From an optimization exercise on the open Yosys and OpenROAD flow, aimed at small area; shortcuts taken in it are not production practice. Only simulation tests tie the RTL to the original design; equivalence was not proved. Power is estimated from default activity; no workload was simulated.

$ cat design/flow/run.sh
#!/bin/bash
# synth_recipe.tcl (not shown) runs the flow's synth.tcl, then flattens the netlist and writes it again
# the make line also repeats each setting of config.mk as NAME=value (left out here)
make -C /OpenROAD-flow-scripts/flow DESIGN_CONFIG=/design/flow/config.mk WORK_HOME=/design/flow/orfs CLKGATE_MAP_FILE= SYNTH_SCRIPT=/design/flow/synth_recipe.tcl finish
$ cat design/flow/config.mk
export PLATFORM = sky130hd
export DESIGN_NAME = uart_top
export DESIGN_NICKNAME = uart_top
export VERILOG_FILES = /design/flow/design.v
export SDC_FILE = /design/flow/constraint.sdc
export NUM_CORES = 4
export LEC_CHECK = 0
export CAP_MARGIN = 20
export CORE_MARGIN = 2
export CORE_UTILIZATION = 45
export PLACE_DENSITY = 0.6
export SLEW_MARGIN = 20
$ cat design/flow/constraint.sdc
create_clock -name core_clock -period 10.0 [get_ports {clk}]
set_input_delay 2.0000 -clock core_clock [delete_from_list [all_inputs] [get_ports {clk}]]
set_output_delay 2.0000 -clock core_clock [all_outputs]
set_load 0.01 [all_outputs]
$ cat design/flow/design.v
module b_clk(clk,rst,baud_trig_tx);
input clk,rst;
output logic baud_trig_tx;
logic [2:0] q;
always_ff @(posedge clk) begin
  if (rst) q <= 3'b001;
  else     q <= {q[1:0], q[2]^q[1]};
end
assign baud_trig_tx = (q == 3'b010);
endmodule
module tx_fifo(clk,reset,wr_en,d_in,pop,count,cur,full);
input clk,reset,wr_en,pop;
input [7:0] d_in;
output logic [3:0] count;
output logic [7:0] cur;
output logic full;
reg [7:0] mem [0:15];
logic we;
integer i;
assign full = (count == 4'd15);
assign we = wr_en & ~full;
assign cur = mem[count];
always_ff @(posedge clk) begin
  if (we) begin
    mem[0] <= d_in;
    for (i = 1; i < 16; i = i + 1) mem[i] <= mem[i-1];
  end
end
always_ff @(posedge clk) begin
  if (reset) count <= 4'd0;
  else count <= count + {3'd0, we} - {3'd0, pop};
end
endmodule
module rx_fifo(clk,reset,shift,rx,done,rd_en,d_out,nonempty);
input clk,reset,shift,rx,done,rd_en;
output logic [7:0] d_out;
output logic nonempty;
reg [7:0] mem [0:15];
logic [3:0] count;
logic full, we, pop;
integer i;
assign full = (count == 4'd15);
assign nonempty = (count != 4'd0);
assign we = done & ~full;
assign pop = rd_en & nonempty;
always_ff @(posedge clk) begin
  if (shift) mem[0] <= {mem[0][6:0], rx};
  if (we)
    for (i = 1; i < 16; i = i + 1) mem[i] <= mem[i-1];
end
always_ff @(posedge clk) begin
  if (reset) begin
    count <= 4'd0;
    d_out <= 8'd0;
  end else begin
    count <= count + {3'd0, we} - {3'd0, pop};
    if (pop) d_out <= mem[count];
  end
end
endmodule
module uart_tx(clk,rst,nonempty,baud_trig,cur,pop,tx);
input logic clk,rst,nonempty,baud_trig;
input logic [7:0] cur;
output logic pop,tx;
logic [3:0] s;
localparam [3:0] S_PAR=4'd8, S_START=4'd9, S_LOAD=4'd10, S_IDLE=4'd11, S_STOP=4'd15;
assign pop = (s == S_IDLE) & nonempty;
always_ff @(posedge clk) begin
  if (rst) begin
    s <= S_IDLE;
    tx <= 1'b1;
  end else begin
    case (s)
      S_IDLE: if (nonempty) s <= S_LOAD;
      S_LOAD: s <= S_START;
      S_START: if (baud_trig) begin tx <= 1'b0; s <= S_PAR; end
      S_PAR: if (baud_trig) begin tx <= ^cur; s <= 4'd7; end
      S_STOP: if (baud_trig) begin tx <= 1'b1; s <= S_IDLE; end
      default: if (baud_trig) begin tx <= cur[s[2:0]]; s <= s - 4'd1; end
    endcase
  end
end
endmodule
module uart_rx(clk,rst,rx,shift,done);
input logic clk,rst,rx;
output logic shift,done;
logic [3:0] cnt;
logic [2:0] ph;
logic r1, hunt, start, sample;
assign hunt = (cnt == 4'd9) & ~r1;
assign start = hunt & ~rx;
assign sample = (cnt != 4'd9) & (ph == 3'b010);
assign shift = sample & ~cnt[3];
always_ff @(posedge clk) begin
  r1 <= rst;
  if (start) ph <= 3'b100;
  else ph <= {ph[1:0], ph[2]^ph[1]};
  if (rst) begin
    cnt <= 4'd9;
    done <= 1'b0;
  end else begin
    done <= sample & (cnt == 4'd8);
    if (start) cnt <= 4'd14;
    else if (sample) cnt <= cnt + 4'd1;
  end
end
endmodule
module uart_top(clk,reset,rd_en,wr_en,d_in,d_out,tx_full,rx_empty,tx,rx);
input clk,reset,wr_en;
input rd_en,rx;
input [7:0]d_in;
output tx;
output logic [7:0]d_out;
output logic rx_empty;
output logic tx_full;
logic baud_trig_tx, nonempty, pop, shift, done;
logic [3:0] tcount;
logic [7:0] cur;
b_clk   b_c(clk,reset,baud_trig_tx);
tx_fifo tx_ff(clk,reset,wr_en,d_in,pop,tcount,cur,tx_full);
uart_tx tx1(clk,reset,(tcount != 4'd0),baud_trig_tx,cur,pop,tx);
uart_rx rx1(clk,reset,rx,shift,done);
rx_fifo rx_ff(clk,reset,shift,rx,done,rd_en,d_out,rx_empty);
endmodule
==> notes.md <==
H-tree levels 1; CP endpoint kind primary output; DRC 0; Worst Path Buf+Inv 2; period utilisation layout 0.432; clock root buffer clkbuf_16; CP delay by family, top buffers and inverters; starting DRC count in detailed routing 639; Routed WL 24200 um; Seq/Total Area, Yosys 0.719; Worst R2R Start tx_ff.count[2]; grt met3 use 0.0284; remaining global-route overflow 0; initial antenna violation count 0; yosys warns 7; CP Class reg2out; setup_tns 0 ns; largest family of logic cells by synthesized area compound AO/OA/AOI/OAI gates; f_max about 230 MHz; critical path data required time 8.00 ns; post-synthesis register bit count between 200 and 300; maximum vdd drop 151 uV; crit path launch tx_ff.count[2]; dominant synthesized flop cell edfxtp_1; Core Footprint 25300 sq um; CP endpoint tx_full; Final Hold Vio Count 0; Crit path depth 4; Routed wire per std cell 20.8 um; class of the most critical hold timing path reg2reg; Cell Pwr Density 281 nW/um^2; most frequent cells in the layout 256 x edfxtp_1, 38 x nand2_1, 38 x a21oi_1, 37 x nor2_1, 34 x o21ai_0; PostCTS Resize Cnt 0; router iterations before antenna repair 5; post-synthesis adder-cell area fraction 0.0293; critical path launch point type flip-flop; Total GRT Usage 0.182; WHS about 0.45 ns; setup slack at placement 5.55 ns; end of the worst register-to-register path tx1.tx; Placement Cell Area 12200 sq um; Die H 165 um; reg2reg setup slack 6.72 ns; first-pass GRT wire length 38900 um; proportion of layout cells with a drive suffix above 1 0.0869; Clock Skews 0.00814 ns; Routed Antenna Nets 0; Worst Path Max Fanout 29; Seq. cell area 8350 sq um; Lkg Pwr 4.35 nW; CTS Hold Buffers Added 0; port buffer count 23; Worst Tran Pin Value 0.897 ns; gr busiest metal met2; io pins 24; setup bufs post-CTS 0; Final nets 846; endpoints failing setup 0; diode count 0; vias 6990; Post-synth EDFFs 256; most common cell after layout, fill and taps aside edfxtp_1; Post-Syn Area 11600 sq um; setup slack after layout 5.68 ns; Post-Synth XOR/XNOR Area 0.0102; routing usage on met2 0.290; largest net degree at the start of global routing 75; met1 Use GR 0.258; crit path time final approximately 4.3 ns; Starting Density 0.460; number of CTS-inserted buffers 30; layout overhead on the synthesized area 13.0%; fillers ~2100; worst-path cell chain ha_1, buf_4, and3_1, clkdlybuf4s50_1; RSZ-0062 raised after global routing no; share of synthesized registers carrying an async set or reset 0; largest buffer count on any clock path 3; Die ar. 27100 sq um; post-route cell area approximately 13000 sq um; Worst R2R Path Depth 11; outcome finished clean; vias in the first global route 7041; clock latency (worst-skew pair) 0.54 ns; Critical Path Max Stage Delay 0.56 ns; number of max-cap violations 0; Reg clk slew, reported paths around 0.07 ns; syn_area_per_cell ~15 sq um; post-DP HPWL about 15000 um; syn_nets a little over 800; global placer's final weighted congestion 0.825; relative slew slack 0.402; Max Transition Viols Final 0; die width between 150 and 200 um; Synth Area in Simple Gates 0.0584; CTS sink cnt 289; CTS tree built; Via density 6.03; post-synthesis mux area share 0.0226; Crit-path slowest cell clkdlybuf4s50_1; Synth Instances 778; Arrival @ worst endpoint around 2.3 ns; post-synthesis compound-gate area fraction 0.135; row count 58; Multi-input gate area between 2000 and 3000 sq um; Yosys cell types 64
## cell type report
cell class / instances / area share
sequential: 289 / 0.637
multi-input combinational: 419 / 0.228
clock buffer: 39 / 0.0614
tap: 330 / 0.0315
timing repair buffer: 42 / 0.0284
inverter: 25 / 0.00716
clock inverter: 15 / 0.00706
## logic make-up (layout without fill, tap and decap cells)
logic type	Yosys count	count (layout)
flops	289	289
compound gates	214	214
simple gates	143	143
buf+inv	70	121
fa+ha+maj	26	26
mux	24	24
xor+xnor	12	12
## how the worst min path moves through the flow
stage                           from               end  slack (ns)  cells past startpoint
floorplan           tx_ff.mem[12][0]  tx_ff.mem[13][0]        0.42                      0
global placement    rx_ff.mem[14][1]  rx_ff.mem[15][1]        0.43                      0
detailed placement   rx_ff.mem[7][1]   rx_ff.mem[8][1]        0.43                      0
CTS                  rx_ff.mem[7][1]   rx_ff.mem[8][1]        0.45                      0
global route        tx_ff.mem[14][6]  tx_ff.mem[15][6]        0.46                      0
finish              rx_ff.mem[14][5]  rx_ff.mem[15][5]        0.45                      0
## cells in the mapped netlist (8+ instances only)
cell type / number / area, sq um
a22o_1: 9 / 78.8
nor2_1: 37 / 139
a221oi_1: 22 / 193
dfxtp_1: 33 / 661
mux2_2: 8 / 90.1
a211oi_1: 10 / 75.1
nor2b_1: 10 / 62.6
a31oi_1: 10 / 62.6
nor3_1: 13 / 65.1
buf_2: 11 / 55.1
inv_1: 23 / 86.3
a22oi_1: 30 / 225
xnor2_1: 8 / 70.1
a21oi_1: 38 / 190
edfxtp_1: 256 / 7690
mux2i_1: 15 / 150
a222oi_1: 15 / 150
ha_1: 24 / 300
o21ai_0: 34 / 170
nand2_1: 38 / 143
nand3_1: 21 / 105
clkbuf_1: 27 / 101
a311oi_1: 10 / 87.6
## registers in the layout, indices dropped and copies added (netlist names)
signal / cells
b_c.q: 3
rx1.ph: 3
tx_ff.count: 4
rx_ff.mem: 128
tx1.s: 4
rx_ff.count: 4
rx1.done: 1
tx1.tx: 1
rx1.r1: 1
rx1.cnt: 4
rx_ff.d_out: 8
tx_ff.mem: 128
## per-layer routing
| layer | vias up | part of all wire |
|---|---|---|
| li1 | 3157 | - |
| met1 | 3523 | 0.45 |
| met2 | 267 | 0.47 |
| met3 | 43 | 0.056 |
| met4 | 0 | 0.024 |
| met5 | - | 0 |
## where the power goes
| part | switching, W | internal [W] | total [W] |
|---|---|---|---|
| Sequential | 0.0000623 | 0.00140 | 0.00146 |
| Clock | 0.000441 | 0.000588 | 0.00103 |
| Combinational | 0.000709 | 0.000487 | 0.00120 |
## metrics by stage
stage / std cells / total power (W) / utilization
2_1_floorplan: 778 / 0.00233 / -
3_3_place_gp: 1105 / 0.00265 / 0.484
3_5_place_dp: 1105 / 0.00268 / 0.484
4_1_cts: 1159 / 0.00371 / 0.519
5_1_grt: 1159 / 0.00389 / 0.519
6_report: 1159 / 0.00369 / 0.519
## worst register-to-register path, stage by stage, from the launching register on
cell and delay (ns):
dfxtp_1 0.34, inv_1 0.11, ha_1 0.16, buf_4 0.28, inv_1 0.25, o21ai_2 0.65
nor2_1 0.11, a31oi_1 0.33, xnor2_1 0.15, xnor2_1 0.23, xnor3_1 0.46, a21oi_1 0.14

## afterwards: timing with drivers on the ports
In the flow no input, the clock included, has a driving cell. The finished layout below was timed again as built, in two steps. Step 1, drivers: a clkbuf_16 drives clk and a buf_2 each remaining input, both assumed. Step 2 times the ports against the registers' clock, not the clock port: input delays grow and output delays shrink by t, the midpoint of the rising clock arrivals with the driver on. Slacks: ideal ports / drivers / drivers and shift; pairs: ideal ports / drivers.
t (ns): 0.582
setup slack, ns: 5.683 / 5.639 / 5.557
hold WS [ns]: 0.448 / 0.448 / 0.448
After both steps setup and hold are still met in this run. The setup slack of this run moves by -0.044 ns with the drivers and by -0.126 ns with both steps.
